Source: an optimization exercise on an open RTL-to-GDS flow (aim: small area, a short achievable clock period and few clock cycles per item). Production flows keep margins and buffers that such runs may drop. Only simulation tests tie the RTL to the original design; equivalence was not proved. Power and IR drop assume default switching activity.

## flow/design.v (module list and top-level ports; edited modules follow where they fit)
// module seqpolar: 667 lines
module seqpolar(i_clk, i_reset, i_stb, i_xval, i_yval, i_aux, o_busy,
		o_done, o_mag, o_phase, o_aux);
  // ...
==> flow/flow/run.sh <==
#!/bin/bash
set -euo pipefail
export BUFFER_PORTS_ARGS="-buffer_cell sky130_fd_sc_hd__buf_1"
bash standard.sh > standard_flow.log 2>&1
==> flow/standard.sh <==
#!/bin/bash
# synth_recipe.tcl (not shown) runs the flow's synth.tcl, then flattens the netlist and writes it again
# the make line also repeats each setting of config.mk as NAME=value (left out here)
make -C /OpenROAD-flow-scripts/flow DESIGN_CONFIG=/design/flow/config.mk WORK_HOME=/design/flow/orfs CLKGATE_MAP_FILE= SYNTH_SCRIPT=/design/flow/synth_recipe.tcl "${@:-finish}"
==> flow/config.mk <==
export PLATFORM = sky130hd
export DESIGN_NAME = seqpolar
export DESIGN_NICKNAME = seqpolar
export VERILOG_FILES = /design/flow/design.v
export SDC_FILE = /design/flow/constraint.sdc
export NUM_CORES = 4
export LEC_CHECK = 0
export CAP_MARGIN = 20
export CORE_MARGIN = 2
export CORE_UTILIZATION = 40
export CTS_BUF_LIST = sky130_fd_sc_hd__clkbuf_8
export SETUP_SLACK_MARGIN = 2.6
export SLEW_MARGIN = 20
==> flow/constraint.sdc <==
create_clock -name core_clock -period 7.0 [get_ports {i_clk}]
set_input_delay 1.4000 -clock core_clock [delete_from_list [all_inputs] [get_ports {i_clk}]]
set_output_delay 1.4000 -clock core_clock [all_outputs]
set_load 0.01 [all_outputs]
==> out/qor.yml, run 1 <==
worst_setup_path:
  arrival_ns: 4.81
  r2r_cells: 22
  critPathRequiredTime_ns: 7.35
  cp-start-kind: "register"
  setup.worst_path.class: "register to register"
  slowest_stage: "dfxtp_4"
synth:
  synthAdderAreaFrac: 0.1505
  synth_edf_count: 1
  syn-num-nets: 1755
  muxShareOfSynthArea: 0.01938
  synth_seq_cells: 123
detailed_routing:
  post_drt_wl_per_cell_um: 20.03
  drt_iter0_drc: 1310
  antenna_left: 0
clock_network:
  h-tree-depth: 4
  hold_buffers: 0
die:
  tapCellCount: 390
  dieArea_sq_mm: 0.03142
  io_pins: 117
  die_x_um: 177.3
sta:
  max_freq_ghz: 0.2242
  fin_tns_setup_ns: 0
  clock_skew_ns: 0.03248
  timing.final.crit_period_ns: 4.460
run_status:
  status: "complete, no violations"
global_route:
  grt_busiest_layer: "met2"
  antenna_found_initial: 0
  grt_pass1_wl_um: 61020
  grt_use_total: 0.2503
  gr-usage-met2: 0.4181
finish:
  final_util: 0.4759
  num-nonclk-buffers: 202
  multi_input_area_share: 0.6537
  final_common_cell: "nand2_1"
power_and_ir_drop:
  top_power_group: "combinational cells"
  power_frac_seq: 0.174
  p_clk_mw: 0.700
  ir_drop_uv: 224.1
  seq-power_mw: 1.50
placement:
  hpwl_um: 28660
Testbench counts, summed over its fixed seeds: cycles 18,182, items 512.
==> run 2: changes to the inputs <==
--- a/flow/design.v
+++ b/flow/design.v
@@ -9,67 +9,102 @@
 	output	wire	[25:0]	o_mag;
 	output	wire	[25:0]	o_phase;
 	output	reg		o_aux;
 	reg		busy;
 	reg		rot;		 
 	reg		k5;
 	reg	[3:0]	sa;		 
 	reg	[7:0]	sc;		 
+	reg		sa1x, sa2x;	 
+	reg		sc1x, sc2x, sc3x;	 
 	reg		kbig;		 
 	reg	[33:0]	xv;		 
 	reg	[39:4]	yn;		 
 	reg	[35:1]	ph;		 
 	wire	sx = i_xval[28], sy = i_yval[28];
 	wire	[33:0]	ex = { {1{sx}}, i_xval, 4'b0 };
 	wire	[39:4]	ey = { {7{sy}}, i_yval };
 	wire	[33:0]	ld_x = sx ? { {2{sx}}, i_xval, 3'b0 } : ex;
 	wire	[35:1]	ld_p = { !sx, !(sx^sy), 33'h1c7c6e34f };
 	wire		d = yn[39];			 
 	wire	[35:0]	y0 = { yn[35:4], 4'b0 };
-	wire	[35:0]	ya0 = ({36{sa[0]}} & y0) |
-			({36{sa[1]}} & { {2{y0[35]}}, y0[35:2] }) |
-			({36{sa[2]}} & { {4{y0[35]}}, y0[35:4] }) |
-			({36{sa[3]}} & { {6{y0[35]}}, y0[35:6] });
+	wire	[35:0]	ya0;
+	assign	ya0[0] = (sa[0] & y0[0]) | (sa[1] & y0[2]) | (sa[2] & y0[4]) | (sa[3] & y0[6]);
+	assign	ya0[1] = (sa[0] & y0[1]) | (sa[1] & y0[3]) | (sa[2] & y0[5]) | (sa[3] & y0[7]);
+	assign	ya0[2] = (sa[0] & y0[2]) | (sa[1] & y0[4]) | (sa[2] & y0[6]) | (sa[3] & y0[8]);
+	assign	ya0[3] = (sa[0] & y0[3]) | (sa[1] & y0[5]) | (sa[2] & y0[7]) | (sa[3] & y0[9]);
+	assign	ya0[4] = (sa[0] & y0[4]) | (sa[1] & y0[6]) | (sa[2] & y0[8]) | (sa[3] & y0[10]);
+	assign	ya0[5] = (sa[0] & y0[5]) | (sa[1] & y0[7]) | (sa[2] & y0[9]) | (sa[3] & y0[11]);
+	assign	ya0[6] = (sa[0] & y0[6]) | (sa[1] & y0[8]) | (sa[2] & y0[10]) | (sa[3] & y0[12]);
+	assign	ya0[7] = (sa[0] & y0[7]) | (sa[1] & y0[9]) | (sa[2] & y0[11]) | (sa[3] & y0[13]);
+	assign	ya0[8] = (sa[0] & y0[8]) | (sa[1] & y0[10]) | (sa[2] & y0[12]) | (sa[3] & y0[14]);
+	assign	ya0[9] = (sa[0] & y0[9]) | (sa[1] & y0[11]) | (sa[2] & y0[13]) | (sa[3] & y0[15]);
+	assign	ya0[10] = (sa[0] & y0[10]) | (sa[1] & y0[12]) | (sa[2] & y0[14]) | (sa[3] & y0[16]);
+	assign	ya0[11] = (sa[0] & y0[11]) | (sa[1] & y0[13]) | (sa[2] & y0[15]) | (sa[3] & y0[17]);
+	assign	ya0[12] = (sa[0] & y0[12]) | (sa[1] & y0[14]) | (sa[2] & y0[16]) | (sa[3] & y0[18]);
+	assign	ya0[13] = (sa[0] & y0[13]) | (sa[1] & y0[15]) | (sa[2] & y0[17]) | (sa[3] & y0[19]);
+	assign	ya0[14] = (sa[0] & y0[14]) | (sa[1] & y0[16]) | (sa[2] & y0[18]) | (sa[3] & y0[20]);
+	assign	ya0[15] = (sa[0] & y0[15]) | (sa[1] & y0[17]) | (sa[2] & y0[19]) | (sa[3] & y0[21]);
+	assign	ya0[16] = (sa[0] & y0[16]) | (sa[1] & y0[18]) | (sa[2] & y0[20]) | (sa[3] & y0[22]);
+	assign	ya0[17] = (sa[0] & y0[17]) | (sa[1] & y0[19]) | (sa[2] & y0[21]) | (sa[3] & y0[23]);
+	assign	ya0[18] = (sa[0] & y0[18]) | (sa[1] & y0[20]) | (sa[2] & y0[22]) | (sa[3] & y0[24]);
+	assign	ya0[19] = (sa[0] & y0[19]) | (sa[1] & y0[21]) | (sa[2] & y0[23]) | (sa[3] & y0[25]);
+	assign	ya0[20] = (sa[0] & y0[20]) | (sa[1] & y0[22]) | (sa[2] & y0[24]) | (sa[3] & y0[26]);
+	assign	ya0[21] = (sa[0] & y0[21]) | (sa[1] & y0[23]) | (sa[2] & y0[25]) | (sa[3] & y0[27]);
+	assign	ya0[22] = (sa[0] & y0[22]) | (sa[1] & y0[24]) | (sa[2] & y0[26]) | (sa[3] & y0[28]);
+	assign	ya0[23] = (sa[0] & y0[23]) | (sa[1] & y0[25]) | (sa[2] & y0[27]) | (sa[3] & y0[29]);
+	assign	ya0[24] = (sa[0] & y0[24]) | (sa[1] & y0[26]) | (sa[2] & y0[28]) | (sa[3] & y0[30]);
+	assign	ya0[25] = (sa[0] & y0[25]) | (sa[1] & y0[27]) | (sa[2] & y0[29]) | (sa[3] & y0[31]);
+	assign	ya0[26] = (sa[0] & y0[26]) | (sa[1] & y0[28]) | (sa[2] & y0[30]) | (sa[3] & y0[32]);
+	assign	ya0[27] = (sa[0] & y0[27]) | (sa[1] & y0[29]) | (sa[2] & y0[31]) | (sa[3] & y0[33]);
+	assign	ya0[28] = (sa[0] & y0[28]) | (sa[1] & y0[30]) | (sa[2] & y0[32]) | (sa[3] & y0[34]);
+	assign	ya0[29] = (sa[0] & y0[29]) | (sa[1] & y0[31]) | (sa[2] & y0[33]) | (sa[3] & y0[35]);
+	assign	ya0[30] = (sa[0] & y0[30]) | (sa[1] & y0[32]) | (sa[2] & y0[34]) | (y0[35] & sa[3]);
+	assign	ya0[31] = (sa[0] & y0[31]) | (sa[1] & y0[33]) | (sa[2] & y0[35]) | (y0[35] & sa[3]);
+	assign	ya0[32] = (sa[0] & y0[32]) | (sa[1] & y0[34]) | (y0[35] & sa2x);
+	assign	ya0[33] = (sa[0] & y0[33]) | (sa[1] & y0[35]) | (y0[35] & sa2x);
+	assign	ya0[34] = (sa[0] & y0[34]) | (y0[35] & sa1x);
+	assign	ya0[35] = (sa[0] & y0[35]) | (y0[35] & sa1x);
 	wire		ysg = y0[35];
 	wire	[33:0]	yb0;
 	assign	yb0[0] = (sc[0] & ya0[0]) | (sc[1] & ya0[8]) | (sc[2] & ya0[16]) | (sc[3] & ya0[24]) | (sc[4] & ya0[32]);
 	assign	yb0[1] = (sc[0] & ya0[1]) | (sc[1] & ya0[9]) | (sc[2] & ya0[17]) | (sc[3] & ya0[25]) | (sc[4] & ya0[33]);
 	assign	yb0[2] = (sc[0] & ya0[2]) | (sc[1] & ya0[10]) | (sc[2] & ya0[18]) | (sc[3] & ya0[26]) | (sc[4] & ya0[34]);
 	assign	yb0[3] = (sc[0] & ya0[3]) | (sc[1] & ya0[11]) | (sc[2] & ya0[19]) | (sc[3] & ya0[27]) | (sc[4] & ya0[35]);
-	assign	yb0[4] = (sc[0] & ya0[4]) | (sc[1] & ya0[12]) | (sc[2] & ya0[20]) | (sc[3] & ya0[28]) | (ysg & (sc[4]));
-	assign	yb0[5] = (sc[0] & ya0[5]) | (sc[1] & ya0[13]) | (sc[2] & ya0[21]) | (sc[3] & ya0[29]) | (ysg & (sc[4]));
-	assign	yb0[6] = (sc[0] & ya0[6]) | (sc[1] & ya0[14]) | (sc[2] & ya0[22]) | (sc[3] & ya0[30]) | (ysg & (sc[4]));
-	assign	yb0[7] = (sc[0] & ya0[7]) | (sc[1] & ya0[15]) | (sc[2] & ya0[23]) | (sc[3] & ya0[31]) | (ysg & (sc[4]));
-	assign	yb0[8] = (sc[0] & ya0[8]) | (sc[1] & ya0[16]) | (sc[2] & ya0[24]) | (sc[3] & ya0[32]) | (ysg & (sc[4]));
-	assign	yb0[9] = (sc[0] & ya0[9]) | (sc[1] & ya0[17]) | (sc[2] & ya0[25]) | (sc[3] & ya0[33]) | (ysg & (sc[4]));
-	assign	yb0[10] = (sc[0] & ya0[10]) | (sc[1] & ya0[18]) | (sc[2] & ya0[26]) | (sc[3] & ya0[34]) | (ysg & (sc[4]));
-	assign	yb0[11] = (sc[0] & ya0[11]) | (sc[1] & ya0[19]) | (sc[2] & ya0[27]) | (sc[3] & ya0[35]) | (ysg & (sc[4]));
-	assign	yb0[12] = (sc[0] & ya0[12]) | (sc[1] & ya0[20]) | (sc[2] & ya0[28]) | (ysg & (sc[3] | sc[4]));
-	assign	yb0[13] = (sc[0] & ya0[13]) | (sc[1] & ya0[21]) | (sc[2] & ya0[29]) | (ysg & (sc[3] | sc[4]));
-	assign	yb0[14] = (sc[0] & ya0[14]) | (sc[1] & ya0[22]) | (sc[2] & ya0[30]) | (ysg & (sc[3] | sc[4]));
-	assign	yb0[15] = (sc[0] & ya0[15]) | (sc[1] & ya0[23]) | (sc[2] & ya0[31]) | (ysg & (sc[3] | sc[4]));
-	assign	yb0[16] = (sc[0] & ya0[16]) | (sc[1] & ya0[24]) | (sc[2] & ya0[32]) | (ysg & (sc[3] | sc[4]));
-	assign	yb0[17] = (sc[0] & ya0[17]) | (sc[1] & ya0[25]) | (sc[2] & ya0[33]) | (ysg & (sc[3] | sc[4]));
-	assign	yb0[18] = (sc[0] & ya0[18]) | (sc[1] & ya0[26]) | (sc[2] & ya0[34]) | (ysg & (sc[3] | sc[4]));
-	assign	yb0[19] = (sc[0] & ya0[19]) | (sc[1] & ya0[27]) | (sc[2] & ya0[35]) | (ysg & (sc[3] | sc[4]));
-	assign	yb0[20] = (sc[0] & ya0[20]) | (sc[1] & ya0[28]) | (ysg & (sc[2] | sc[3] | sc[4]));
-	assign	yb0[21] = (sc[0] & ya0[21]) | (sc[1] & ya0[29]) | (ysg & (sc[2] | sc[3] | sc[4]));
-	assign	yb0[22] = (sc[0] & ya0[22]) | (sc[1] & ya0[30]) | (ysg & (sc[2] | sc[3] | sc[4]));
-	assign	yb0[23] = (sc[0] & ya0[23]) | (sc[1] & ya0[31]) | (ysg & (sc[2] | sc[3] | sc[4]));
-	assign	yb0[24] = (sc[0] & ya0[24]) | (sc[1] & ya0[32]) | (ysg & (sc[2] | sc[3] | sc[4]));
-	assign	yb0[25] = (sc[0] & ya0[25]) | (sc[1] & ya0[33]) | (ysg & (sc[2] | sc[3] | sc[4]));
-	assign	yb0[26] = (sc[0] & ya0[26]) | (sc[1] & ya0[34]) | (ysg & (sc[2] | sc[3] | sc[4]));
-	assign	yb0[27] = (sc[0] & ya0[27]) | (sc[1] & ya0[35]) | (ysg & (sc[2] | sc[3] | sc[4]));
-	assign	yb0[28] = (sc[0] & ya0[28]) | (ysg & (sc[1] | sc[2] | sc[3] | sc[4]));
-	assign	yb0[29] = (sc[0] & ya0[29]) | (ysg & (sc[1] | sc[2] | sc[3] | sc[4]));
-	assign	yb0[30] = (sc[0] & ya0[30]) | (ysg & (sc[1] | sc[2] | sc[3] | sc[4]));
-	assign	yb0[31] = (sc[0] & ya0[31]) | (ysg & (sc[1] | sc[2] | sc[3] | sc[4]));
-	assign	yb0[32] = (sc[0] & ya0[32]) | (ysg & (sc[1] | sc[2] | sc[3] | sc[4]));
-	assign	yb0[33] = (sc[0] & ya0[33]) | (ysg & (sc[1] | sc[2] | sc[3] | sc[4]));
+	assign	yb0[4] = (sc[0] & ya0[4]) | (sc[1] & ya0[12]) | (sc[2] & ya0[20]) | (sc[3] & ya0[28]) | (ysg & sc[4]);
+	assign	yb0[5] = (sc[0] & ya0[5]) | (sc[1] & ya0[13]) | (sc[2] & ya0[21]) | (sc[3] & ya0[29]) | (ysg & sc[4]);
+	assign	yb0[6] = (sc[0] & ya0[6]) | (sc[1] & ya0[14]) | (sc[2] & ya0[22]) | (sc[3] & ya0[30]) | (ysg & sc[4]);
+	assign	yb0[7] = (sc[0] & ya0[7]) | (sc[1] & ya0[15]) | (sc[2] & ya0[23]) | (sc[3] & ya0[31]) | (ysg & sc[4]);
+	assign	yb0[8] = (sc[0] & ya0[8]) | (sc[1] & ya0[16]) | (sc[2] & ya0[24]) | (sc[3] & ya0[32]) | (ysg & sc[4]);
+	assign	yb0[9] = (sc[0] & ya0[9]) | (sc[1] & ya0[17]) | (sc[2] & ya0[25]) | (sc[3] & ya0[33]) | (ysg & sc[4]);
+	assign	yb0[10] = (sc[0] & ya0[10]) | (sc[1] & ya0[18]) | (sc[2] & ya0[26]) | (sc[3] & ya0[34]) | (ysg & sc[4]);
+	assign	yb0[11] = (sc[0] & ya0[11]) | (sc[1] & ya0[19]) | (sc[2] & ya0[27]) | (sc[3] & ya0[35]) | (ysg & sc[4]);
+	assign	yb0[12] = (sc[0] & ya0[12]) | (sc[1] & ya0[20]) | (sc[2] & ya0[28]) | (ysg & sc3x);
+	assign	yb0[13] = (sc[0] & ya0[13]) | (sc[1] & ya0[21]) | (sc[2] & ya0[29]) | (ysg & sc3x);
+	assign	yb0[14] = (sc[0] & ya0[14]) | (sc[1] & ya0[22]) | (sc[2] & ya0[30]) | (ysg & sc3x);
+	assign	yb0[15] = (sc[0] & ya0[15]) | (sc[1] & ya0[23]) | (sc[2] & ya0[31]) | (ysg & sc3x);
+	assign	yb0[16] = (sc[0] & ya0[16]) | (sc[1] & ya0[24]) | (sc[2] & ya0[32]) | (ysg & sc3x);
+	assign	yb0[17] = (sc[0] & ya0[17]) | (sc[1] & ya0[25]) | (sc[2] & ya0[33]) | (ysg & sc3x);
+	assign	yb0[18] = (sc[0] & ya0[18]) | (sc[1] & ya0[26]) | (sc[2] & ya0[34]) | (ysg & sc3x);
+	assign	yb0[19] = (sc[0] & ya0[19]) | (sc[1] & ya0[27]) | (sc[2] & ya0[35]) | (ysg & sc3x);
+	assign	yb0[20] = (sc[0] & ya0[20]) | (sc[1] & ya0[28]) | (ysg & sc2x);
+	assign	yb0[21] = (sc[0] & ya0[21]) | (sc[1] & ya0[29]) | (ysg & sc2x);
+	assign	yb0[22] = (sc[0] & ya0[22]) | (sc[1] & ya0[30]) | (ysg & sc2x);
+	assign	yb0[23] = (sc[0] & ya0[23]) | (sc[1] & ya0[31]) | (ysg & sc2x);
+	assign	yb0[24] = (sc[0] & ya0[24]) | (sc[1] & ya0[32]) | (ysg & sc2x);
+	assign	yb0[25] = (sc[0] & ya0[25]) | (sc[1] & ya0[33]) | (ysg & sc2x);
+	assign	yb0[26] = (sc[0] & ya0[26]) | (sc[1] & ya0[34]) | (ysg & sc2x);
+	assign	yb0[27] = (sc[0] & ya0[27]) | (sc[1] & ya0[35]) | (ysg & sc2x);
+	assign	yb0[28] = (sc[0] & ya0[28]) | (ysg & sc1x);
+	assign	yb0[29] = (sc[0] & ya0[29]) | (ysg & sc1x);
+	assign	yb0[30] = (sc[0] & ya0[30]) | (ysg & sc1x);
+	assign	yb0[31] = (sc[0] & ya0[31]) | (ysg & sc1x);
+	assign	yb0[32] = (sc[0] & ya0[32]) | (ysg & sc1x);
+	assign	yb0[33] = (sc[0] & ya0[33]) | (ysg & sc1x);
 	wire	[33:0]	ysh = kbig ? {34{d}} : yb0;
 	wire	[33:0]	xmask;
 	assign	xmask[0] = !k5 & ((sc[0] & sa[0]));
 	assign	xmask[1] = !k5 & ((sc[0] & |sa[1:0]));
 	assign	xmask[2] = !k5 & ((sc[0] & |sa[2:0]));
 	assign	xmask[3] = !k5 & ((sc[0] & |sa[3:0]));
 	assign	xmask[4] = !k5 & (sc[0] | (sc[1] & sa[0]));
 	assign	xmask[5] = !k5 & (sc[0] | (sc[1] & |sa[1:0]));
@@ -631,24 +666,34 @@
 		if (load) begin
 			xv <= ld_x;
 			yn <= ey;
 			rot <= sx;
 			ph <= ld_p;
 			k5 <= 1'b0;
 			sa <= 4'b0001;
 			sc <= 8'b00000001;
+			sa1x <= 1'b0;
+			sa2x <= 1'b0;
+			sc1x <= 1'b0;
+			sc2x <= 1'b0;
+			sc3x <= 1'b0;
 			kbig <= 1'b0;
 		end else begin
 			xv <= xn;
 			yn <= ynn;
 			ph <= pn;
 			k5 <= k5n;
 			sa <= san;
 			sc <= scn;
+			sa1x <= |san[3:1];
+			sa2x <= |san[3:2];
+			sc1x <= |scn[4:1];
+			sc2x <= |scn[4:2];
+			sc3x <= |scn[4:3];
 			kbig <= k5n || (|scn[7:5]) || (scn[4] && (san[2] || san[3]));
 			rot <= 1'b0;
 		end
 	end
 	always @(posedge i_clk)
 	if (load)
 		o_aux <= i_aux;
 	always @(posedge i_clk)
==> out/qor.yml, run 2 <==
worst_setup_path:
  crit_family: "compound AO/OA/AOI/OAI gates"  # unchanged
  slowest_stage: "dfxtp_4"  # unchanged
  cp-start-kind: "register"  # unchanged
  critPathMaxStageDelay_ns: 0.45  # was 0.37 ns
  critPathLaunch: "yn[35]$_DFF_P_"  # was sa[3]$_SDFF_PP0_
  critPathRequiredTime_ns: 7.37  # was 7.35 ns
  setup.worst_path.class: "register to register"  # unchanged
  cp-end-kind: "register"  # unchanged
  crit_fanout: 22  # was 25
  arrival_ns: 4.83  # was 4.81 ns
  crit_chain: "a22oi_1 > nand2_1 > a222oi_1 > o2111ai_1 > o21ai_1 > mux2i_1 > fa_2 > nor2b_4 > o2111a_2 > o31ai_4 > a21oi_4 > o211a_4 > nor3_4 > o31ai_4 > a21oi_4 > nor2_2 > a211oi_2 > fa_2 > xnor2_2 > xnor2_1 > a21oi_1"  # was buf_12 > bufbuf_16 > a22oi_1 > nand2_1 > a22oi_1 > nand3_1 > xnor2_1 > nor2_1 > ha_1 > a21oi_1 > nor2b_1 > o21ai_0 > nand2_1 > o311ai_4 > a31oi_4 > o41ai_4 > inv_1 > a21oi_2 > fa_2 > xnor2_2 > xnor2_1 > o21ai_1
  path_buf_inv: 0  # was 3
  reg2reg_from: "yn[35]$_DFF_P_"  # was sa[3]$_SDFF_PP0_
sta:
  timing.final.crit_period_ns: 4.463  # was 4.460 ns
  post-route-period-util: 0.6376  # was 0.6372
  clock_skew_ns: 0.02014  # was 0.03248 ns
  relSlewSlack: 0.4937  # was 0.5029
  setup_viol: 0  # unchanged
  max_freq_ghz: 0.2240  # was 0.2242 GHz
  worst_pin_slew_ns: 0.7579  # was 0.7363 ns
  rsz0062_at_grt: "true"  # unchanged
  fin_ws_ns: 2.537  # was 2.540 ns
  fin_tns_setup_ns: 0  # unchanged
  hold_viol_final: 0  # unchanged
  maxSlewViolCount: 0  # unchanged
finish:
  antenna_cells: 0  # unchanged
  drive_gt1_frac: 0.1238  # was 0.1538
  layout.cells.non_filler: 2044  # was 2,041
  fill_cells: 3073  # was 3,007
  register_area_sq_mm: 0.002604  # was 0.002505 sq mm
  final_common_cell: "nand2_1"  # unchanged
  final_util: 0.4511  # was 0.4759
  areaGrowthSynthToFinish_pct: 11.60  # was 17.47%
  top_regs: "yn (36), ph (35), xv (34)"  # unchanged
  layout.nets: 1824  # was 1,828
  largest_reg_flops: 36  # unchanged
  largest-register: "yn"  # unchanged
  final_cell_mix: "161 x nand2_1, 121 x a21oi_1, 116 x dfxtp_1"  # was 151 x nand2_1, 124 x a21oi_1, 119 x nor2_1
  multi_input_area_sq_mm: 0.009076  # was 0.009221 sq mm
placement:
  place.gp.congestion: 0.9052  # was 0.9773
  numPlacedInstances: 1960  # was 1,941
  post-place-ws_ns: 1.502  # was 1.274 ns
  hpwl_um: 27700  # was 28,660 um
  portBuffers: 116  # unchanged
die:
  io_pins: 117  # unchanged
  core_sq_mm: 0.03051  # was 0.02964 sq mm
  die_x_um: 179.6  # was 177.3 um
  row_count: 64  # was 63
  initial_core_util: 0.4042  # was 0.4051
  dieArea_sq_mm: 0.03225  # was 0.03142 sq mm
  die_h_um: 179.6  # was 177.3 um
power_and_ir_drop:
  power.density_mw_per_mm2: 605.8  # was 613.2 mW/mm^2
  intPower_mw: 4.158  # was 4.364 mW
  switchingPower_mw: 4.178  # was 4.286 mW
  p_sw_frac: 0.5012  # was 0.4955
  p_comb_frac: 0.739  # was 0.745
  pwr-share-clk: 0.080  # was 0.081
  power_frac_seq: 0.181  # was 0.174
  ir_drop_uv: 222.6  # was 224.1 uV
  leakage_nw: 5.870  # was 5.756 nW
synth:
  synth_compound_area_frac: 0.2510  # was 0.2495
  synthCells: 1594  # was 1,566
  async_reset_ff_frac: 0  # unchanged
  muxShareOfSynthArea: 0.01907  # was 0.01938
  ys_warn_count: 1  # unchanged
  synth_seq_area_share: 0.2086  # was 0.2059
  synth_seq_cells: 128  # was 123
  synth.avg_cell_area_sq_um: 7.736  # was 7.668 sq um
  yosysMostFrequentCell: "nand2_1"  # unchanged
  synth.distinct_cells: 80  # was 71
  yosysTopAreaCell: "dfxtp_1"  # unchanged
  synth_common_cells: "170 x nand2_1, 127 x dfxtp_1, 124 x a21oi_1, 117 x nor2_1, 103 x xnor2_1"  # was 170 x nand2_1, 131 x a21oi_1, 123 x nor2_1, 122 x dfxtp_1, 100 x xnor2_1
  synth_edf_count: 1  # unchanged
  netlist_area_sq_mm: 0.01233  # was 0.01201 sq mm
  synthAdderAreaFrac: 0.1465  # was 0.1505
  synth_top_family_by_area: "compound AO/OA/AOI/OAI gates"  # unchanged
  synthTopCellsByArea: "dfxtp_1 21%, ha_1 9.9%, xnor2_1 7.3%, nand2_1 5.2%, a21oi_1 5.0%"  # was dfxtp_1 20%, ha_1 10%, xnor2_1 7.3%, a21oi_1 5.5%, nand2_1 5.3%
  synth_top_area_share: 0.2062  # was 0.2034
  syn-num-nets: 1783  # was 1,755
  synth_ff_type: "dfxtp_1"  # unchanged
  synth_xor_area_frac: 0.08949  # was 0.08826
  synth-simple-area-share: 0.2085  # was 0.2121
global_route:
  met1_usage: 0.3482  # was 0.3102
  grt_use_total: 0.2391  # was 0.2503
  grt_busiest_layer: "met2"  # unchanged
  gr-usage-met2: 0.3600  # was 0.4181
  antenna_found_initial: 0  # unchanged
  grt_pass1_wl_um: 62960  # was 61,020 um
  grt_pass1_vias: 11310  # was 11.24k
  grt_use_met3: 0.03626  # was 0.04424
  grt_max_degree: 63  # was 57
  grt_overflow: 0  # unchanged
clock_network:
  cts.sinks: 128  # was 123
  worst_skew_pair.late_latency_ns: 0.49  # was 0.51 ns
  cts_buffers: 17  # unchanged
  clock_path_buffers: 2  # unchanged
  cts-root-buf: "clkbuf_8"  # unchanged
  cts_tree: "done"  # unchanged
  path_clk_slew_ns: 0.11  # was 0.09 ns
  h-tree-depth: 4  # unchanged
detailed_routing:
  antenna_left: 0  # unchanged
  drt_pass1_iterations: 7  # was 8
  dr_total_vias: 11850  # was 12.01k
  routed_wl_um: 39190  # was 40,870 um
  drt_iter0_drc: 1300  # was 1,310
  drc: 0  # unchanged
  via_per_inst: 5.799  # was 5.886
  post_drt_wl_per_cell_um: 19.17  # was 20.03 um
hold_path:
  hp-class: "register to register"  # unchanged
  worstHoldStart: "busy$_SDFFE_PP0P_"  # unchanged
run_status:
  status: "complete, no violations"  # unchanged
job:
  maxCapViolCount: 0  # unchanged
-- run 2: cell count changes after synthesis, sizes merged, moves of 6 or more --
| cell | change |
|---|---|
| a21o | +21 |
| clkbuf | +10 |
| a222oi | +9 |
| a221oi | -7 |
| nor2 | -7 |
| buf | +6 |
| nand3 | +6 |
| o31ai | -6 |
-- run 2: timing repair --
item	CTS	global route
pin swaps	23	27
resized for setup	57	46
endpoints found under the setup margin	61	22
cloned	0	0
buffers inserted	28	24
hold buffers	0	0
-- run 2: final timing paths --
path / cells past startpoint / endpoint / slack, ns
worst max-delay path: 21 / xv[33]$_DFF_P_ / 2.54
worst min-delay path: 1 / o_done$_SDFF_PP0_ / 0.52
worst max register to register: 21 / xv[33]$_DFF_P_ / 2.54
worst min register to register: 1 / o_done$_SDFF_PP0_ / 0.52
-- run 2: power groups by stage --
stage / logic, mW / registers [mW] / clock network [mW]
after floorplan: 4.83 / 1.29 / 0
after global placement: 5.61 / 1.54 / 0
after detailed placement: 5.68 / 1.53 / 0
after CTS: 5.91 / 1.50 / 0.682
after global routing: 6.91 / 1.55 / 0.718
final: 6.16 / 1.51 / 0.670
-- run 2: layer usage --
layer  wire, um  vias up
met5          0        -
met4       1026        0
met3       2907       68
met2      17070      515
met1      18190     5581
li1           -     5690
-- run 2: cell families (layout without fill, tap and decap cells) --
| kind of cell | Yosys count | in the layout |
|---|---|---|
| simple gates | 528 | 528 |
| compound gates | 462 | 462 |
| flops | 128 | 128 |
| xor+xnor | 126 | 126 |
| mux | 23 | 23 |
| fa+ha+maj | 127 | 127 |
| buf+inv | 200 | 254 |
-- run 2: through the flow --
step                instance area (sq um)  hold slack [ns]  power (mW)
floorplan                           12330           0.5091       6.122
global placement                    12600           0.4966       7.143
detailed placement                  12600           0.5088       7.206
CTS                                 13420           0.5221       8.091
global route                        13760           0.5521       9.174
finish                              13760           0.5170       8.337
-- run 2: cell type report --
type	instances	area share
sequential	128	0.1892
tap	396	0.03600
multi-input combinational	1266	0.6595
inverter	36	0.01055
clock buffer	17	0.01700
timing repair buffer	186	0.07710
clock inverter	15	0.01064
Testbench counts of run 2, summed over its fixed seeds: cycles 18,182, items 512.
==> run 3: changes to the inputs <==
--- a/flow/config.mk
+++ b/flow/config.mk
@@ -7,7 +7,7 @@
 export LEC_CHECK = 0
 export CAP_MARGIN = 20
 export CORE_MARGIN = 2
-export CORE_UTILIZATION = 40
+export CORE_UTILIZATION = 65
 export CTS_BUF_LIST = sky130_fd_sc_hd__clkbuf_8
 export SETUP_SLACK_MARGIN = 2.6
 export SLEW_MARGIN = 20
==> out/qor.yml, run 3 <==
run_status:
  status: "complete, no violations"  # unchanged
finish:
  top_regs: "yn (36), ph (35), xv (34)"  # unchanged
  layout.nets: 1848  # was 1,824
  largest_reg_flops: 36  # unchanged
  antenna_cells: 0  # unchanged
  drive_gt1_frac: 0.1579  # was 0.1238
  largest-register: "yn"  # unchanged
  final_util: 0.7538  # was 0.4511
  areaGrowthSynthToFinish_pct: 13.95  # was 11.60%
  final_cell_mix: "154 x nand2_1, 119 x a21oi_1, 115 x buf_1"  # was 161 x nand2_1, 121 x a21oi_1, 116 x dfxtp_1
  final_common_cell: "nand2_1"  # unchanged
  final_area_sq_mm: 0.01405  # was 0.01376 sq mm
detailed_routing:
  antenna_left: 0  # unchanged
  drc: 0  # unchanged
  dr_total_vias: 12390  # was 11.85k
  drt_iter0_drc: 2051  # was 1,300
  routed_wl_um: 38790  # was 39,190 um
  drt_pass1_iterations: 15  # was 7
  post_drt_wl_per_cell_um: 20.35  # was 19.17 um
  via_per_inst: 6.501  # was 5.799
sta:
  max_freq_ghz: 0.2164  # was 0.2240 GHz
  worst_pin_slew_ns: 0.7422  # was 0.7579 ns
  clock_skew_ns: 0.02078  # was 0.02014 ns
  timing.final.crit_period_ns: 4.621  # was 4.463 ns
  post-route-period-util: 0.6601  # was 0.6376
  setup_viol: 0  # unchanged
  hold_viol_final: 0  # unchanged
  timing.hold.ws_ns: 0.5199  # was 0.5170 ns
  rsz0062_at_grt: "true"  # unchanged
  relSlewSlack: 0.5052  # was 0.4937
  maxSlewViolCount: 0  # unchanged
  fin_tns_setup_ns: 0  # unchanged
die:
  io_pins: 117  # unchanged
  die_x_um: 141.7  # was 179.6 um
  row_count: 50  # was 64
  core_sq_mm: 0.01864  # was 0.03051 sq mm
  initial_core_util: 0.6615  # was 0.4042
  dieArea_sq_mm: 0.02009  # was 0.03225 sq mm
  die_h_um: 141.7  # was 179.6 um
synth:
  yosysMostFrequentCell: "nand2_1"  # unchanged
  synthCells: 1594  # unchanged
  synth.distinct_cells: 80  # unchanged
  yosysTopAreaCell: "dfxtp_1"  # unchanged
  synth_seq_area_share: 0.2086  # unchanged
  synth_common_cells: "170 x nand2_1, 127 x dfxtp_1, 124 x a21oi_1, 117 x nor2_1, 103 x xnor2_1"  # unchanged
  synth.avg_cell_area_sq_um: 7.736  # unchanged
  synth_top_area_share: 0.2062  # unchanged
  syn-num-nets: 1783  # unchanged
  synth_ff_type: "dfxtp_1"  # unchanged
  async_reset_ff_frac: 0  # unchanged
  ys_warn_count: 1  # unchanged
  synth_edf_count: 1  # unchanged
  synthTopCellsByArea: "dfxtp_1 21%, ha_1 9.9%, xnor2_1 7.3%, nand2_1 5.2%, a21oi_1 5.0%"  # unchanged
  netlist_area_sq_mm: 0.01233  # unchanged
  synth_seq_cells: 128  # unchanged
placement:
  placed_cell_area_sq_mm: 0.01240  # was 0.01260 sq mm
  place.gp.congestion: 0.9841  # was 0.9052
  portBuffers: 116  # unchanged
  hpwl_um: 25390  # was 27,700 um
clock_network:
  clock_path_buffers: 2  # unchanged
  worst_skew_pair.late_latency_ns: 0.49  # about the same
  h-tree-depth: 4  # unchanged
  cts.sinks: 128  # unchanged
  cts_buffers: 17  # unchanged
  cts_tree: "done"  # unchanged
  cts-root-buf: "clkbuf_8"  # unchanged
  path_clk_slew_ns: 0.10  # was 0.11 ns
  hold_buffers: 0  # unchanged
global_route:
  antenna_found_initial: 0  # unchanged
  grt_max_degree: 64  # was 63
  grt_pass1_vias: 11040  # was 11.31k
  grt_overflow: 0  # unchanged
  grt_pass1_wl_um: 58950  # was 62,960 um
  grt_use_total: 0.3716  # was 0.2391
worst_setup_path:
  arrival_ns: 4.97  # was 4.83 ns
  cp-start-kind: "register"  # unchanged
  critPathRequiredTime_ns: 7.34  # was 7.37 ns
  crit_fanout: 20  # was 22
  cp-end-kind: "register"  # unchanged
  setup.worst_path.class: "register to register"  # unchanged
power_and_ir_drop:
  power.density_mw_per_mm2: 611.7  # was 605.8 mW/mm^2
  ir_drop_uv: 448.2  # was 222.6 uV
  fin_total_pwr_mw: 8.596  # was 8.337 mW
  leakage_nw: 6.081  # was 5.870 nW
job:
  maxCapViolCount: 0  # unchanged
hold_path:
  hp-class: "register to register"  # unchanged
run 3: final timing paths:
kind / startpoint / endpoint / slack, ns / cells past startpoint
max reg2reg: sa[3]$_SDFF_PP0_ / xv[33]$_DFF_P_ / 2.38 / 22
min reg2reg: busy$_SDFFE_PP0P_ / o_done$_SDFF_PP0_ / 0.52 / 1
min: busy$_SDFFE_PP0P_ / o_done$_SDFF_PP0_ / 0.52 / 1
max: sa[3]$_SDFF_PP0_ / xv[33]$_DFF_P_ / 2.38 / 22
run 3: area by class of cell:
class	instances	area (sq um)
Inverter	36	143.9
Clock buffer	17	234.0
Sequential cell	128	2609
Fill cell	1475	4591
Timing Repair Buffer	209	1390
Clock inverter	15	160.2
Multi-Input combinational cell	1267	9223
Tap cell	234	292.8
run 3: timing repair:
action	in CTS	in global routing
setup buffers	48	23
endpoints found under the setup margin	61	21
pin swaps	65	36
resized for setup	98	60
endpoints found under the hold margin	0	0
gates cloned	4	1
run 3: logic make-up after synthesis:
logic type,synth area share
xor+xnor,0.08949
mux,0.01907
simple gates,0.2085
fa+ha+maj,0.1465
buf+inv,0.07681
compound gates,0.2510
flops,0.2086
run 3: power breakdown:
part,switching (mW),internal [mW],total [mW]
Sequential,0.420,1.09,1.51
Clock,0.389,0.269,0.658
Combinational,3.47,2.96,6.43
run 3: per-layer routing:
layer / share of wire / GRT usage / up-vias
met5: 0 / 0 / -
met4: 0.044 / 0.1405 / 0
met3: 0.11 / 0.07999 / 171
met2: 0.43 / 0.5529 / 753
met1: 0.42 / 0.5287 / 5719
li1: - / - / 5748
run 3: worst max-delay path: stages (launching register included):
cell and delay, ns:
dfxtp_4 0.41, buf_12 0.16, buf_12 0.16, a222oi_1 0.46, o21ai_0 0.16, a21oi_1 0.16, nand2_1 0.12, xnor2_1 0.17
nor2_1 0.06, ha_1 0.35, o2111a_2 0.17, o31ai_4 0.34, a21oi_4 0.13, o211a_4 0.26, nor3_4 0.26, o31ai_4 0.10
a21oi_4 0.15, nor2_2 0.05, a211oi_2 0.21, fa_2 0.27, xnor2_2 0.11, xnor2_1 0.13, a21oi_1 0.08
run 3: stage by stage:
step | setup WS, ns | instances
final | 2.379 | 1906
after global routing | 2.296 | 1906
after CTS | 2.474 | 1882
after detailed placement | 1.591 | 1798
after global placement | 1.671 | 1798
after floorplan | 2.611 | 1594
==> run 4: changes to the inputs <==
--- a/flow/config.mk
+++ b/flow/config.mk
@@ -7,7 +7,7 @@
 export LEC_CHECK = 0
 export CAP_MARGIN = 20
 export CORE_MARGIN = 2
-export CORE_UTILIZATION = 65
+export CORE_UTILIZATION = 50
 export CTS_BUF_LIST = sky130_fd_sc_hd__clkbuf_8
 export SETUP_SLACK_MARGIN = 2.6
 export SLEW_MARGIN = 20
==> out/qor.yml, run 4 <==
power_and_ir_drop:
  fin_total_pwr_mw: 8.621  # was 8.596 mW
  leakage_nw: 6.114  # was 6.081 nW
  power.density_mw_per_mm2: 603.9  # was 611.7 mW/mm^2
  ir_drop_uv: 350.5  # was 448.2 uV
finish:
  final_cell_mix: "151 x nand2_1, 120 x a21oi_1, 115 x buf_1"  # was 154 x nand2_1, 119 x a21oi_1, 115 x buf_1
  fill_cells: 2328  # was 1,475
  areaGrowthSynthToFinish_pct: 15.76  # was 13.95%
  final_area_sq_mm: 0.01427  # was 0.01405 sq mm
  drive_gt1_frac: 0.1649  # was 0.1579
  largest_reg_flops: 36  # unchanged
  antenna_cells: 0  # unchanged
  layout.nets: 1856  # was 1,848
  top_regs: "yn (36), ph (35), xv (34)"  # unchanged
  final_common_cell: "nand2_1"  # unchanged
  largest-register: "yn"  # unchanged
global_route:
  grt_pass1_wl_um: 63400  # was 58,950 um
  grt_pass1_vias: 11530  # was 11.04k
  gr-usage-met2: 0.4641  # was 0.5529
  met1_usage: 0.4355  # was 0.5287
  grt_use_met3: 0.06112  # was 0.07999
  grt_busiest_layer: "met2"  # unchanged
  grt_overflow: 0  # unchanged
  grt_use_total: 0.3079  # was 0.3716
  antenna_found_initial: 0  # unchanged
  grt_max_degree: 92  # was 64
clock_network:
  cts_tree: "done"  # unchanged
  clock_path_buffers: 2  # unchanged
  h-tree-depth: 4  # unchanged
  cts.sinks: 128  # unchanged
  worst_skew_pair.late_latency_ns: 0.48  # was 0.49 ns
  cts_buffers: 17  # unchanged
  cts-root-buf: "clkbuf_8"  # unchanged
  path_clk_slew_ns: 0.10  # about the same
detailed_routing:
  antenna_left: 0  # unchanged
  dr_total_vias: 12080  # was 12.39k
  routed_wl_um: 40790  # was 38,790 um
  via_per_inst: 6.026  # was 6.501
  drt_iter0_drc: 1298  # was 2,051
  drt_pass1_iterations: 7  # was 15
  drc: 0  # unchanged
  post_drt_wl_per_cell_um: 20.35  # about the same
synth:
  synth_ff_type: "dfxtp_1"  # unchanged
  synth_seq_area_share: 0.2086  # unchanged
  synth_common_cells: "170 x nand2_1, 127 x dfxtp_1, 124 x a21oi_1, 117 x nor2_1, 103 x xnor2_1"  # unchanged
  ys_warn_count: 1  # unchanged
  synth_edf_count: 1  # unchanged
  synth_seq_cells: 128  # unchanged
  synth_top_area_share: 0.2062  # unchanged
  async_reset_ff_frac: 0  # unchanged
  yosysTopAreaCell: "dfxtp_1"  # unchanged
  synth.avg_cell_area_sq_um: 7.736  # unchanged
  synthTopCellsByArea: "dfxtp_1 21%, ha_1 9.9%, xnor2_1 7.3%, nand2_1 5.2%, a21oi_1 5.0%"  # unchanged
  netlist_area_sq_mm: 0.01233  # unchanged
  synth.distinct_cells: 80  # unchanged
  syn-num-nets: 1783  # unchanged
  synthCells: 1594  # unchanged
  yosysMostFrequentCell: "nand2_1"  # unchanged
placement:
  portBuffers: 116  # unchanged
  hpwl_um: 27150  # was 25,390 um
  placed_cell_area_sq_mm: 0.01252  # was 0.01240 sq mm
  post-place-ws_ns: 1.620  # was 1.591 ns
  place.gp.congestion: 0.9044  # was 0.9841
hold_path:
  hp-class: "register to register"  # unchanged
sta:
  fin_ws_ns: 2.442  # was 2.379 ns
  hold_viol_final: 0  # unchanged
  clock_skew_ns: 0.01458  # was 0.02078 ns
  rsz0062_at_grt: "true"  # unchanged
  max_freq_ghz: 0.2194  # was 0.2164 GHz
  post-route-period-util: 0.6512  # was 0.6601
  worst_pin_slew_ns: 1.007  # was 0.7422 ns
  relSlewSlack: 0.3290  # was 0.5052
  setup_viol: 0  # unchanged
  maxSlewViolCount: 0  # unchanged
  fin_tns_setup_ns: 0  # unchanged
  timing.final.crit_period_ns: 4.558  # was 4.621 ns
  timing.hold.ws_ns: 0.5181  # was 0.5199 ns
worst_setup_path:
  crit_fanout: 6  # was 20
  cp-start-kind: "register"  # unchanged
  arrival_ns: 4.90  # was 4.97 ns
  setup.worst_path.class: "register to register"  # unchanged
  cp-end-kind: "register"  # unchanged
  critPathRequiredTime_ns: 7.34  # about the same
die:
  row_count: 57  # was 50
  initial_core_util: 0.5086  # was 0.6615
  dieArea_sq_mm: 0.02594  # was 0.02009 sq mm
  die_h_um: 161.0  # was 141.7 um
  io_pins: 117  # unchanged
  core_sq_mm: 0.02425  # was 0.01864 sq mm
  die_x_um: 161.0  # was 141.7 um
job:
  maxCapViolCount: 0  # unchanged
run_status:
  status: "complete, no violations"  # unchanged
run 4: final cells by class:
type,count,area [sq um],share of cell area
clock inverters,15,168.9,0.01183
clock buffers,17,234.0,0.01639
multi-input cells,1266,9251,0.6481
flip-flops and latches,128,2613,0.1830
well taps,324,405.4,0.02840
inverters,36,145.1,0.01017
repair buffers,218,1458,0.1021
run 4: metal layers:
| metal | share of wire | wire length, um |
|---|---|---|
| met1 | 0.45 | 18520 |
| met2 | 0.43 | 17710 |
| met3 | 0.082 | 3340 |
| met4 | 0.030 | 1221 |
| met5 | 0 | 0 |
run 4: worst max-delay path, cell delays in order (launching register included):
cell,delay [ns]
dfxtp_4,0.42
a22oi_2,0.17
nand2_2,0.12
a222oi_1,0.37
o2111ai_1,0.20
o21ai_2,0.13
mux2i_2,0.30
fa_2,0.28
nor2b_4,0.05
o2111a_2,0.29
o31ai_4,0.29
a21oi_4,0.13
o211a_4,0.26
nor3_4,0.27
o31ai_4,0.10
a21oi_4,0.19
nor2_2,0.05
a211oi_2,0.19
fa_2,0.26
xnor2_2,0.11
xnor2_1,0.14
a21oi_1,0.08
run 4: where the power goes:
part / internal [mW] / leakage (nW) / switching, mW / total (mW)
sequential: 1.09 / 1.08 / 0.421 / 1.51
combinational: 2.96 / 4.84 / 3.46 / 6.42
clock: 0.300 / 0.196 / 0.389 / 0.688
run 4: cell families (layout without fill, tap and decap cells):
kind of cell	after synthesis	count (layout)	share of synthesized area
buf+inv	200	286	0.07681
simple gates	528	528	0.2085
mux	23	23	0.01907
xor+xnor	126	126	0.08949
fa+ha+maj	127	127	0.1465
compound gates	462	462	0.2510
flops	128	128	0.2086
run 4: final timing paths:
check / cells after the start / slack [ns] / end / from
worst min register to register: 1 / 0.52 / o_done$_SDFF_PP0_ / busy$_SDFFE_PP0P_
worst max register to register: 21 / 2.44 / xv[33]$_DFF_P_ / sa[3]$_SDFF_PP0_
worst min-delay path: 1 / 0.52 / o_done$_SDFF_PP0_ / busy$_SDFFE_PP0P_
worst max-delay path: 21 / 2.44 / xv[33]$_DFF_P_ / sa[3]$_SDFF_PP0_
run 4: what timing repair did:
| item | 4_1_cts | 5_1_grt |
|---|---|---|
| gates cloned | 2 | 3 |
| setup endpoints to repair | 57 | 31 |
| buffers inserted | 54 | 24 |
| pin swaps | 64 | 44 |
| resized for setup | 93 | 69 |
| hold buffers | 0 | 0 |
run 4: per-stage QoR:
step,util,instances
floorplan,-,1594
global placement,0.5164,1889
detailed placement,0.5164,1889
CTS,0.5673,1977
global route,0.5887,2004
finish,0.5887,2004
==> run 5: changes to the inputs <==
--- a/flow/config.mk
+++ b/flow/config.mk
@@ -7,7 +7,7 @@
 export LEC_CHECK = 0
 export CAP_MARGIN = 20
 export CORE_MARGIN = 2
-export CORE_UTILIZATION = 50
+export CORE_UTILIZATION = 40
 export CTS_BUF_LIST = sky130_fd_sc_hd__clkbuf_8
-export SETUP_SLACK_MARGIN = 2.6
+export SETUP_SLACK_MARGIN = 2.8
 export SLEW_MARGIN = 20
==> out/qor.yml, run 5 <==
finish:
  antenna_cells: 0  # unchanged
  largest_reg_flops: 36  # unchanged
  fill_cells: 3006  # was 2,328
  areaGrowthSynthToFinish_pct: 16.55  # was 15.76%
  layout.nets: 1856  # unchanged
  drive_gt1_frac: 0.1708  # was 0.1649
  final_common_cell: "nand2_1"  # unchanged
  final_area_sq_mm: 0.01437  # was 0.01427 sq mm
  largest-register: "yn"  # unchanged
  final_cell_mix: "155 x nand2_1, 115 x a21oi_1, 115 x buf_1"  # was 151 x nand2_1, 120 x a21oi_1, 115 x buf_1
  top_regs: "yn (36), ph (35), xv (34)"  # unchanged
  final_util: 0.4711  # was 0.5887
die:
  die_x_um: 179.6  # was 161.0 um
  io_pins: 117  # unchanged
  row_count: 64  # was 57
  core_sq_mm: 0.03051  # was 0.02425 sq mm
  initial_core_util: 0.4042  # was 0.5086
  die_h_um: 179.6  # was 161.0 um
  dieArea_sq_mm: 0.03225  # was 0.02594 sq mm
detailed_routing:
  via_per_inst: 5.832  # was 6.026
  drt_iter0_drc: 1241  # was 1,298
  wl_met3_um: 3267  # was 3340 um
  routed_wl_um: 40820  # was 40,790 um
  dr_total_vias: 12110  # was 12.08k
  antenna_left: 0  # unchanged
  drt_pass1_iterations: 9  # was 7
  post_drt_wl_per_cell_um: 19.66  # was 20.35 um
  drc: 0  # unchanged
  dr_wl_met2_um: 17950  # was 17,710 um
  dr.max_layer_used: "met4"  # unchanged
  m1WireLength_um: 18240  # was 18,520 um
synth:
  async_reset_ff_frac: 0  # unchanged
  ys_warn_count: 1  # unchanged
  synthCells: 1594  # unchanged
  synth-simple-area-share: 0.2085  # unchanged
  synth_top_area_share: 0.2062  # unchanged
  synth_top_family_by_area: "compound AO/OA/AOI/OAI gates"  # unchanged
  yosysTopAreaCell: "dfxtp_1"  # unchanged
  synthAdderAreaFrac: 0.1465  # unchanged
  muxShareOfSynthArea: 0.01907  # unchanged
  synth_edf_count: 1  # unchanged
  synth_xor_area_frac: 0.08949  # unchanged
  synth_common_cells: "170 x nand2_1, 127 x dfxtp_1, 124 x a21oi_1, 117 x nor2_1, 103 x xnor2_1"  # unchanged
  synth.avg_cell_area_sq_um: 7.736  # unchanged
  synth_ff_type: "dfxtp_1"  # unchanged
  synth_seq_cells: 128  # unchanged
  syn-num-nets: 1783  # unchanged
  netlist_area_sq_mm: 0.01233  # unchanged
  yosysMostFrequentCell: "nand2_1"  # unchanged
  synth.distinct_cells: 80  # unchanged
  synth_seq_area_share: 0.2086  # unchanged
  synthTopCellsByArea: "dfxtp_1 21%, ha_1 9.9%, xnor2_1 7.3%, nand2_1 5.2%, a21oi_1 5.0%"  # unchanged
  synth_compound_area_frac: 0.2510  # unchanged
worst_setup_path:
  crit_fanout: 5  # was 6
  arrival_ns: 4.89  # was 4.90 ns
  cp-start-kind: "register"  # unchanged
  cp-end-kind: "register"  # unchanged
  r2r_setup_slack_ns: 2.46  # was 2.44 ns
  r2r_cells: 22  # was 21
  critPathRequiredTime_ns: 7.35  # was 7.34 ns
  setup.worst_path.class: "register to register"  # unchanged
power_and_ir_drop:
  fin_total_pwr_mw: 8.767  # was 8.621 mW
  p_comb_frac: 0.745  # about the same
  switchingPower_mw: 4.377  # was 4.270 mW
  ir_drop_uv: 328.4  # was 350.5 uV
  p_sw_frac: 0.4992  # was 0.4952
  power.density_mw_per_mm2: 610.0  # was 603.9 mW/mm^2
  power_frac_seq: 0.179  # was 0.176
  leakage_nw: 6.130  # was 6.114 nW
  intPower_mw: 4.390  # was 4.352 mW
  pwr-share-clk: 0.076  # was 0.080
sta:
  maxSlewViolCount: 0  # unchanged
  worst_pin_slew_ns: 1.045  # was 1.007 ns
  clock_skew_ns: 0.02881  # was 0.01458 ns
  max_freq_ghz: 0.2204  # was 0.2194 GHz
  fin_ws_ns: 2.463  # was 2.442 ns
  relSlewSlack: 0.3035  # was 0.3290
  hold_viol_final: 0  # unchanged
  timing.final.crit_period_ns: 4.537  # was 4.558 ns
  post-route-period-util: 0.6482  # was 0.6512
  fin_tns_setup_ns: 0  # unchanged
  setup_viol: 0  # unchanged
  rsz0062_at_grt: "true"  # unchanged
placement:
  post-place-ws_ns: 1.771  # was 1.620 ns
  portBuffers: 116  # unchanged
  placed_cell_area_sq_mm: 0.01264  # was 0.01252 sq mm
  place.gp.congestion: 0.9379  # was 0.9044
  hpwl_um: 28400  # was 27,150 um
global_route:
  grt_pass1_wl_um: 64280  # was 63,400 um
  grt_pass1_vias: 11540  # was 11.53k
  grt_overflow: 0  # unchanged
  grt_max_degree: 92  # unchanged
  grt_use_total: 0.2478  # was 0.3079
  antenna_found_initial: 0  # unchanged
clock_network:
  cts.sinks: 128  # unchanged
  hold_buffers: 0  # unchanged
  cts-root-buf: "clkbuf_8"  # unchanged
  path_clk_slew_ns: 0.10  # about the same
  cts_buffers: 17  # unchanged
  clock_path_buffers: 2  # unchanged
  h-tree-depth: 4  # unchanged
  worst_skew_pair.late_latency_ns: 0.51  # was 0.48 ns
  cts_tree: "done"  # unchanged
hold_path:
  min_delay_path_depth: 1  # unchanged
  hp-class: "register to register"  # unchanged
job:
  maxCapViolCount: 0  # unchanged
run_status:
  status: "complete, no violations"  # unchanged
run 5: cell count changes in the layout (fill, tap and decap cells not counted), sizes merged:
cell and delta:
buf +3, bufinv -1, clkbuf -3, clkinvlp -4
inv +5
run 5: layer usage:
metal,global-route usage,vias up
li1,-,5754
met1,0.3418,5704
met2,0.3818,552
met3,0.05207,98
met4,0.08911,0
met5,0,-
run 5: through the flow:
stage | hold WS, ns | std cells
final | 0.5323 | 2076
after floorplan | 0.5091 | 1594
after CTS | 0.5380 | 2050
after global routing | 0.5675 | 2076
after detailed placement | 0.5193 | 1961
after global placement | 0.5036 | 1961
run 5: critical path: stages (launching register included):
cell and delay, ns:
dfxtp_1 0.43, a22oi_2 0.24, nand2_1 0.14, a22oi_1 0.16
o21ai_1 0.11, a221oi_2 0.23, xnor2_1 0.16, and2_1 0.18
ha_1 0.24, nor2b_4 0.13, o2111a_2 0.27, o31ai_4 0.31
a21oi_4 0.12, o211a_4 0.27, nor3_4 0.25, o31ai_4 0.10
a21oi_4 0.19, nor2_4 0.05, a211oi_4 0.21, fa_2 0.27
xnor2_2 0.11, xnor2_1 0.14, a21oi_1 0.08
run 5: path summary, 6_finish.rpt:
kind | from | endpoint
max | yn[26]$_DFF_P_ | xv[33]$_DFF_P_
min reg2reg | busy$_SDFFE_PP0P_ | o_done$_SDFF_PP0_
max reg2reg | yn[26]$_DFF_P_ | xv[33]$_DFF_P_
min | busy$_SDFFE_PP0P_ | o_done$_SDFF_PP0_
run 5: kinds of logic (layout without fill, tap and decap cells):
family	count (synthesis)	after routing
and+or+nand+nor	528	528
AOI/OAI and AO/OA	462	462
buffers and inverters	200	286
DFF	128	128
adders and majority gates	127	127
xor gates and xnor gates	126	126
muxes	23	23
run 5: cell type report:
type | instances | area (sq um) | area share
Tap cell | 396 | 495.5 | 0.03447
Clock inverter | 15 | 153.9 | 0.01071
Multi-Input combinational cell | 1266 | 9379 | 0.6526
Inverter | 36 | 146.4 | 0.01019
Sequential cell | 128 | 2609 | 0.1815
Clock buffer | 17 | 234.0 | 0.01628
Timing Repair Buffer | 218 | 1355 | 0.09428
run 5: timing repair:
item | in CTS | in global routing
endpoints found under the setup margin | 62 | 40
resized for setup | 97 | 73
cloned | 2 | 0
pin swaps | 65 | 67
buffers inserted | 55 | 26
run 5: power groups by stage:
stage / clock [mW] / sequential, mW / combinational, mW
global route: 0.714 / 1.59 / 7.30
floorplan: 0 / 1.29 / 4.84
finish: 0.669 / 1.57 / 6.53
detailed placement: 0 / 1.58 / 5.68
global placement: 0 / 1.59 / 5.61
CTS: 0.686 / 1.54 / 6.16
==> run 6: changes to the inputs <==
--- a/flow/config.mk
+++ b/flow/config.mk
@@ -9,5 +9,6 @@
 export CORE_MARGIN = 2
 export CORE_UTILIZATION = 40
 export CTS_BUF_LIST = sky130_fd_sc_hd__clkbuf_8
-export SETUP_SLACK_MARGIN = 2.8
+export PLACE_DENSITY = 0.7
+export SETUP_SLACK_MARGIN = 2.6
 export SLEW_MARGIN = 20
==> out/qor.yml, run 6 <==
worst_setup_path:
  cp-start-kind: "register"  # unchanged
  r2r_setup_slack_ns: 2.44  # was 2.46 ns
  crit_family: "compound AO/OA/AOI/OAI gates"  # unchanged
  rr_endpoint: "xv[33]$_DFF_P_"  # unchanged
  arrival_ns: 4.92  # was 4.89 ns
  critPathLaunch: "sa[0]$_SDFFE_PP1N_"  # was yn[26]$_DFF_P_
  path_buf_inv: 1  # was 0
  r2r_cells: 22  # unchanged
  cp_common_cell: "a21oi_4"
  crit_fanout: 8  # was 5
  critPathRequiredTime_ns: 7.36  # was 7.35 ns
  critPathMaxStageDelay_ns: 0.40  # was 0.43 ns
  crit_chain: "buf_4 > a22oi_1 > nand2_1 > a222oi_1 > nand3_1 > xnor2_2 > o22ai_2 > ha_4 > a21o_1 > a21o_2 > a21oi_4 > a21oi_4 > o211a_4 > nor3_4 > o31ai_4 > a21oi_4 > nor2_2 > a211oi_2 > fa_2 > xnor2_2 > xnor2_1 > a21oi_1"  # was a22oi_2 > nand2_1 > a22oi_1 > o21ai_1 > a221oi_2 > xnor2_1 > and2_1 > ha_1 > nor2b_4 > o2111a_2 > o31ai_4 > a21oi_4 > o211a_4 > nor3_4 > o31ai_4 > a21oi_4 > nor2_4 > a211oi_4 > fa_2 > xnor2_2 > xnor2_1 > a21oi_1
  cp-end-kind: "register"  # unchanged
  reg2reg_from: "sa[0]$_SDFFE_PP1N_"  # was yn[26]$_DFF_P_
  slowest_stage: "dfxtp_4"  # was dfxtp_1
  setup.worst_path.class: "register to register"  # unchanged
hold_path:
  min_delay_path_depth: 1  # unchanged
  worstHoldStart: "busy$_SDFFE_PP0P_"  # unchanged
  hp-class: "register to register"  # unchanged
  hold_end: "o_done$_SDFF_PP0_"  # unchanged
synth:
  synth.avg_cell_area_sq_um: 7.736  # unchanged
  ys_warn_count: 1  # unchanged
  yosysTopAreaCell: "dfxtp_1"  # unchanged
  synth_edf_count: 1  # unchanged
  netlist_area_sq_mm: 0.01233  # unchanged
  synth_ff_type: "dfxtp_1"  # unchanged
  synthCells: 1594  # unchanged
  synth.distinct_cells: 80  # unchanged
  yosysMostFrequentCell: "nand2_1"  # unchanged
  synth_common_cells: "170 x nand2_1, 127 x dfxtp_1, 124 x a21oi_1, 117 x nor2_1, 103 x xnor2_1"  # unchanged
  synth_seq_area_share: 0.2086  # unchanged
  async_reset_ff_frac: 0  # unchanged
  syn-num-nets: 1783  # unchanged
  synthTopCellsByArea: "dfxtp_1 21%, ha_1 9.9%, xnor2_1 7.3%, nand2_1 5.2%, a21oi_1 5.0%"  # unchanged
  synth_seq_cells: 128  # unchanged
  synth_top_area_share: 0.2062  # unchanged
die:
  initial_core_util: 0.4042  # unchanged
  core_sq_mm: 0.03051  # unchanged
  die_h_um: 179.6  # unchanged
  dieArea_sq_mm: 0.03225  # unchanged
  row_count: 64  # unchanged
  die_x_um: 179.6  # unchanged
  io_pins: 117  # unchanged
placement:
  post-place-ws_ns: 1.484  # was 1.771 ns
  numPlacedInstances: 1958  # was 1,961
  portBuffers: 116  # unchanged
  place.gp.congestion: 0.9685  # was 0.9379
  hpwl_um: 27010  # was 28,400 um
finish:
  layout.cells.non_filler: 2073  # was 2,076
  largest-register: "yn"  # unchanged
  antenna_cells: 0  # unchanged
  drive_gt1_frac: 0.1532  # was 0.1708
  areaGrowthSynthToFinish_pct: 15.25  # was 16.55%
  layout.nets: 1853  # was 1,856
  top_regs: "yn (36), ph (35), xv (34)"  # unchanged
  final_common_cell: "nand2_1"  # unchanged
  final_cell_mix: "157 x nand2_1, 120 x a21oi_1, 115 x buf_1"  # was 155 x nand2_1, 115 x a21oi_1, 115 x buf_1
  multi_input_area_sq_mm: 0.009219  # was 0.009379 sq mm
  largest_reg_flops: 36  # unchanged
  register_area_sq_mm: 0.002611  # was 0.002609 sq mm
  fill_cells: 2990  # was 3,006
detailed_routing:
  via_per_inst: 5.873  # was 5.832
  dr_total_vias: 12170  # was 12.11k
  antenna_left: 0  # unchanged
  drc: 0  # unchanged
  post_drt_wl_per_cell_um: 19.08  # was 19.66 um
  drt_iter0_drc: 1530  # was 1,241
  drt_pass1_iterations: 8  # was 9
  routed_wl_um: 39550  # was 40,820 um
clock_network:
  path_clk_slew_ns: 0.09  # was 0.10 ns
  cts-root-buf: "clkbuf_8"  # unchanged
  cts_buffers: 17  # unchanged
  cts_tree: "done"  # unchanged
  clock_path_buffers: 2  # unchanged
  cts.sinks: 128  # unchanged
  h-tree-depth: 4  # unchanged
  worst_skew_pair.late_latency_ns: 0.48  # was 0.51 ns
power_and_ir_drop:
  power.density_mw_per_mm2: 605.6  # was 610.0 mW/mm^2
  p_comb_frac: 0.741  # was 0.745
  switchingPower_mw: 4.242  # was 4.377 mW
  pwr-share-clk: 0.083  # was 0.076
  ir_drop_uv: 239.7  # was 328.4 uV
  leakage_nw: 6.098  # was 6.130 nW
  p_sw_frac: 0.4929  # was 0.4992
  power_frac_seq: 0.175  # was 0.179
  intPower_mw: 4.365  # was 4.390 mW
job:
  maxCapViolCount: 0  # unchanged
sta:
  setup_viol: 0  # unchanged
  maxSlewViolCount: 0  # unchanged
  fin_tns_setup_ns: 0  # unchanged
  fin_ws_ns: 2.440  # was 2.463 ns
  hold_viol_final: 0  # unchanged
  relSlewSlack: 0.4867  # was 0.3035
  rsz0062_at_grt: "true"  # unchanged
  worst_pin_slew_ns: 0.7700  # was 1.045 ns
  post-route-period-util: 0.6515  # was 0.6482
  max_freq_ghz: 0.2193  # was 0.2204 GHz
  timing.final.crit_period_ns: 4.560  # was 4.537 ns
  clock_skew_ns: 0.01692  # was 0.02881 ns
run_status:
  status: "complete, no violations"  # unchanged
global_route:
  grt_max_degree: 93  # was 92
  grt_pass1_wl_um: 61500  # was 64,280 um
  grt_overflow: 0  # unchanged
  grt_pass1_vias: 11410  # was 11.54k
  grt_use_total: 0.2330  # was 0.2478
  antenna_found_initial: 0  # unchanged
## run 6: through the flow
| step | power, mW | area [sq um] | util | hold slack, ns |
|---|---|---|---|---|
| floorplan | 6.122 | 12330 | - | 0.5091 |
| global placement | 7.071 | 12590 | 0.4126 | 0.5035 |
| detailed placement | 7.208 | 12590 | 0.4126 | 0.5171 |
| CTS | 8.185 | 13500 | 0.4426 | 0.5326 |
| global route | 9.404 | 14210 | 0.4658 | 0.5453 |
| finish | 8.607 | 14210 | 0.4658 | 0.5212 |
## run 6: cell type report
type                       count  share of cell area
sequential                   128              0.1837
multi-input combinational   1266              0.6486
clock inverter                15             0.01312
clock buffer                  17             0.01646
inverter                      36             0.01021
tap                          396             0.03486
timing repair buffer         215             0.09297
## run 6: worst max path at each step
stage | end | slack, ns | cells after the start
4_1_cts | xv[33]$_DFF_P_ | 2.55 | 22
3_5_place_dp | ph[34]$_DFF_P_ | 1.48 | 18
2_1_floorplan | xv[33]$_DFF_P_ | 2.61 | 22
3_3_place_gp | ph[34]$_DFF_P_ | 1.60 | 18
6_report | xv[33]$_DFF_P_ | 2.44 | 22
5_1_grt | xv[32]$_DFF_P_ | 2.23 | 20
## run 6: repair_timing
action | in CTS | in global routing
hold endpoints to repair | 0 | 0
gates resized for setup | 67 | 80
gates cloned | 0 | 1
setup endpoints to repair | 60 | 20
pin swaps | 20 | 43
hold buffers | 0 | 0
buffers inserted | 33 | 48
## run 6: power by group through the flow
stage / registers (mW) / logic, mW / clock network (mW)
final: 1.51 / 6.38 / 0.717
after global routing: 1.54 / 7.11 / 0.754
after CTS: 1.49 / 5.97 / 0.729
after detailed placement: 1.52 / 5.69 / 0
after global placement: 1.52 / 5.55 / 0
after floorplan: 1.29 / 4.83 / 0
## run 6: kinds of logic after synthesis
kind of cell,after synthesis,synth area share
XOR/XNOR,126,0.08949
AO/OA/AOI/OAI,462,0.2510
multiplexers,23,0.01907
flip-flops,128,0.2086
AND/OR/NAND/NOR,528,0.2085
adder cells (fa/ha/maj),127,0.1465
buffers and inverters,200,0.07681
## run 6: routing by layer
metal | vias up | part of all wire | global-route usage
li1 | 5762 | - | -
met1 | 5713 | 0.44 | 0.3192
met2 | 600 | 0.45 | 0.3612
met3 | 99 | 0.082 | 0.04396
met4 | 0 | 0.033 | 0.09203
met5 | - | 0 | 0

[re-timing with driven ports]
No port has a modelled driver above. Below, the same layouts with a new extraction and two added sets of constraints.
Step 1, drivers: a clkbuf_16 drives i_clk and a buf_2 each remaining input, both assumed.
Step 2 adds t to the input delays and takes it off the output delays; t is the mean of the earliest and latest rising clock arrival at the registers after step 1. Input paths then give back, and output paths get back, about the clock's delay inside the block.
Three values: no drivers, after step 1, after step 2; two values: the first two.
| run | t (ns) | slack for setup (ns) | worst register clock-pin slew, ns | worst slew at a driven data input, ns |
|---|---|---|---|---|
| run 1 | 0.536 | 2.540 / 2.540 / 2.540 | 0.11 / 0.11 | 0.03 |
| run 2 | 0.528 | 2.537 / 2.537 / 2.537 | 0.11 / 0.11 | 0.03 |
| run 3 | 0.523 | 2.379 / 2.379 / 2.379 | 0.10 / 0.10 | 0.03 |
| run 4 | 0.518 | 2.442 / 2.442 / 2.442 | 0.10 / 0.10 | 0.03 |
| run 5 | 0.546 | 2.463 / 2.463 / 2.463 | 0.12 / 0.12 | 0.04 |
| run 6 | 0.521 | 2.440 / 2.440 / 2.440 | 0.09 / 0.09 | 0.04 |
After both steps setup and hold are still met in every run listed.
